What follows belongs to an exercise in optimizing a design on an open flow for small area, a short achievable clock period and few clock cycles per item; a production flow would make more cautious choices.
RTL that was checked went through simulation tests only; none was proved equivalent to the original.
No activity file was given, so power comes from the tool's default toggle rates.

==> module minCost, before the edit <==
module minCost( input clk,
					 input [319:0] costs,
					 output [5:0] index
    );
	 function automatic rless(input [4:0] l, input [4:0] r);
		reg [4:0] df;
		begin
			df = r - l;
			rless = df[4];
		end
	 endfunction
	 reg [4:0] v1 [0:15];
	 reg [1:0] x1 [0:15];
	 reg [4:0] v2 [0:3];
	 reg [3:0] x2 [0:3];
	 genvar g;
	 generate
		for (g = 0; g < 16; g = g + 1) begin : st1
			wire [4:0] c0 = costs[5*(4*g)   +: 5];
			wire [4:0] c1 = costs[5*(4*g+1) +: 5];
			wire [4:0] c2 = costs[5*(4*g+2) +: 5];
			wire [4:0] c3 = costs[5*(4*g+3) +: 5];
			wire l0 = rless(c0, c1);
			wire l1 = rless(c2, c3);
			wire [4:0] a = l0 ? c1 : c0;
			wire [4:0] b = l1 ? c3 : c2;
			wire l2 = rless(a, b);
			always @(posedge clk)
				begin
					v1[g] <= l2 ? b : a;
					x1[g] <= l2 ? {1'b1, l1} : {1'b0, l0};
				end
		end
		for (g = 0; g < 4; g = g + 1) begin : st2
			wire l0 = rless(v1[4*g], v1[4*g+1]);
			wire l1 = rless(v1[4*g+2], v1[4*g+3]);
			wire [4:0] a = l0 ? v1[4*g+1] : v1[4*g];
			wire [4:0] b = l1 ? v1[4*g+3] : v1[4*g+2];
			wire [3:0] xa = l0 ? {2'd1, x1[4*g+1]} : {2'd0, x1[4*g]};
			wire [3:0] xb = l1 ? {2'd3, x1[4*g+3]} : {2'd2, x1[4*g+2]};
			wire l2 = rless(a, b);
			always @(posedge clk)
				begin
					v2[g] <= l2 ? b : a;
					x2[g] <= l2 ? xb : xa;
				end
		end
	 endgenerate
	 wire m0 = rless(v2[0], v2[1]);
	 wire m1 = rless(v2[2], v2[3]);
	 wire [4:0] fa = m0 ? v2[1] : v2[0];
	 wire [4:0] fb = m1 ? v2[3] : v2[2];
	 wire [5:0] ia = m0 ? {2'd1, x2[1]} : {2'd0, x2[0]};
	 wire [5:0] ib = m1 ? {2'd3, x2[3]} : {2'd2, x2[2]};
	 assign index = rless(fa, fb) ? ib : ia;
endmodule
==> module restoreBits, before the edit <==
module restoreBits(input clk,
						 input reset,
						 input portReset,
						 input load,
						 input start,
						 input wdir,
						 input [5:0] minCost,
						 input [63:0] row,
						 output reg [25:0] rsel,
						 output reg [31:0] bitOut,
						 output reg done
    );
	 reg [5:0] state;
	 reg [4:0] counter;
	 reg down;
	 reg busy;
	 wire nb = row[state];
	 always @(posedge clk)
		begin
			if (load)
				begin
					rsel <= wdir ? 26'h2000000 : 26'h1;
					down <= wdir;
				end
			else
				rsel <= down ? rsel >> 1 : rsel << 1;
			bitOut[31:6] <= bitOut[30:5];
			if (start)
				begin
					state <= minCost;
					bitOut[5:0] <= {minCost[0], minCost[1], minCost[2], minCost[3], minCost[4], minCost[5]};
				end
			else
				begin
					state <= {nb, state[5:1]};
					bitOut[5:0] <= {bitOut[4:0], nb};
				end
			counter <= start ? 5'd0 : counter + 1'b1;
			if (reset)
				begin
					busy <= 1'b0;
					done <= 1'b0;
				end
			else
				begin
					done <= portReset & busy & (counter == 5'd25);
					if (start)
						busy <= 1'b1;
					else if (counter == 5'd25)
						busy <= 1'b0;
				end
		end
endmodule
Settings: LEC_CHECK=0, CAP_MARGIN=20, CORE_MARGIN=2, CORE_UTILIZATION=40, SLEW_MARGIN=20; clock period 11.0 ns.
standard.sh (not shown) runs the stock make flow with config.mk's settings and CLKGATE_MAP_FILE= SYNTH_SCRIPT=/design/flow/synth_recipe.tcl, a recipe that flattens the netlist after the stock synthesis.
==> flow/flow/run.sh <==
#!/bin/bash
# The standard layout (the standard.sh: ORFS synthesis to final layout)
# with a larger setup-slack margin for ORFS's timing repair, so repair keeps
# working below the 11 ns clock. The clock, constraints and every other
# setting are the standard flow's own.
set -euo pipefail
bash standard.sh SETUP_SLACK_MARGIN=7.5 finish > standard_flow.log 2>&1
The starting point produced a clean layout.
==> next run, changes <==
--- a/flow/design.v
+++ b/flow/design.v
@@ -206,14 +206,17 @@
 module minCost( input clk,
 					 input [319:0] costs,
 					 output [5:0] index
     );
 	 function automatic rless(input [4:0] l, input [4:0] r);
-		reg [4:0] df;
+		reg b;
+		integer k;
 		begin
-			df = r - l;
-			rless = df[4];
+			b = 1'b0;
+			for (k = 0; k < 4; k = k + 1)
+				b = (~r[k] & l[k]) | (~(r[k] ^ l[k]) & b);
+			rless = r[4] ^ l[4] ^ b;
 		end
 	 endfunction
 	 reg [4:0] v1 [0:15];
 	 reg [1:0] x1 [0:15];
 	 reg [4:0] v2 [0:3];
@@ -271,10 +274,11 @@
 						 output reg [25:0] rsel,
 						 output reg [31:0] bitOut,
 						 output reg done
     );
 	 reg [5:0] state;
+	 reg [5:0] lo;
 	 reg [4:0] counter;
 	 reg down;
 	 reg busy;
 	 wire nb = row[state];
 	 always @(posedge clk)
@@ -284,21 +288,23 @@
 					rsel <= wdir ? 26'h2000000 : 26'h1;
 					down <= wdir;
 				end
 			else
 				rsel <= down ? rsel >> 1 : rsel << 1;
-			bitOut[31:6] <= bitOut[30:5];
+			bitOut[31:6] <= {bitOut[30:6], lo[5]};
 			if (start)
 				begin
 					state <= minCost;
-					bitOut[5:0] <= {minCost[0], minCost[1], minCost[2], minCost[3], minCost[4], minCost[5]};
+					lo <= {minCost[0], minCost[1], minCost[2], minCost[3], minCost[4], minCost[5]};
 				end
 			else
 				begin
 					state <= {nb, state[5:1]};
-					bitOut[5:0] <= {bitOut[4:0], nb};
+					lo <= {lo[4:0], nb};
 				end
+			if (counter == 5'd25)
+				bitOut[5:0] <= {lo[4:0], nb};
 			counter <= start ? 5'd0 : counter + 1'b1;
 			if (reset)
 				begin
 					busy <= 1'b0;
 					done <= 1'b0;
Count of clock-buffer cells in the layout falls by 20.
Utilization barely changes.
Clock skew is lower by 0.060 ns.
First-iteration DRC count came out lower by about 1.6%.
Synthesized area goes down by about 0.54%.
Die area fell by about 0.54%.
Setup slack degrades by 0.037 ns.
Maximum frequency falls by 1.0%.
Power decreases by 0.51%.
Testbench counts after the change, summed over its fixed seeds: cycles 39,192, items 640.
Only the layout flow was run in the first run of this note; the RTL was not checked for function there.

==> separate check: timing with driven ports <==
The results above use ideal ports. As a check the final layouts listed here were re-extracted and re-timed, cells and wires unchanged. Step 1: set_driving_cell puts a clkbuf_16 on clk and a buf_2 on each other input, an assumption about the parent block. Step 2 moves the port delays by t, midway between the first and last clock arrival at a register: inputs arrive t later, outputs are due t later. That takes back most of the time a late clock gives input paths. Slacks: no drivers / after step 1 / after step 2; pairs: no drivers / after step 1.
run | shift t [ns] | slack for setup (ns) | slew at the worst register clock pin (ns)
the first run | 0.932 | 7.325 / 7.236 / 7.426 | 0.07 / 0.07
the second run | 0.960 | 7.288 / 7.201 / 7.491 | 0.06 / 0.06
After both steps setup and hold are still met in every run listed.
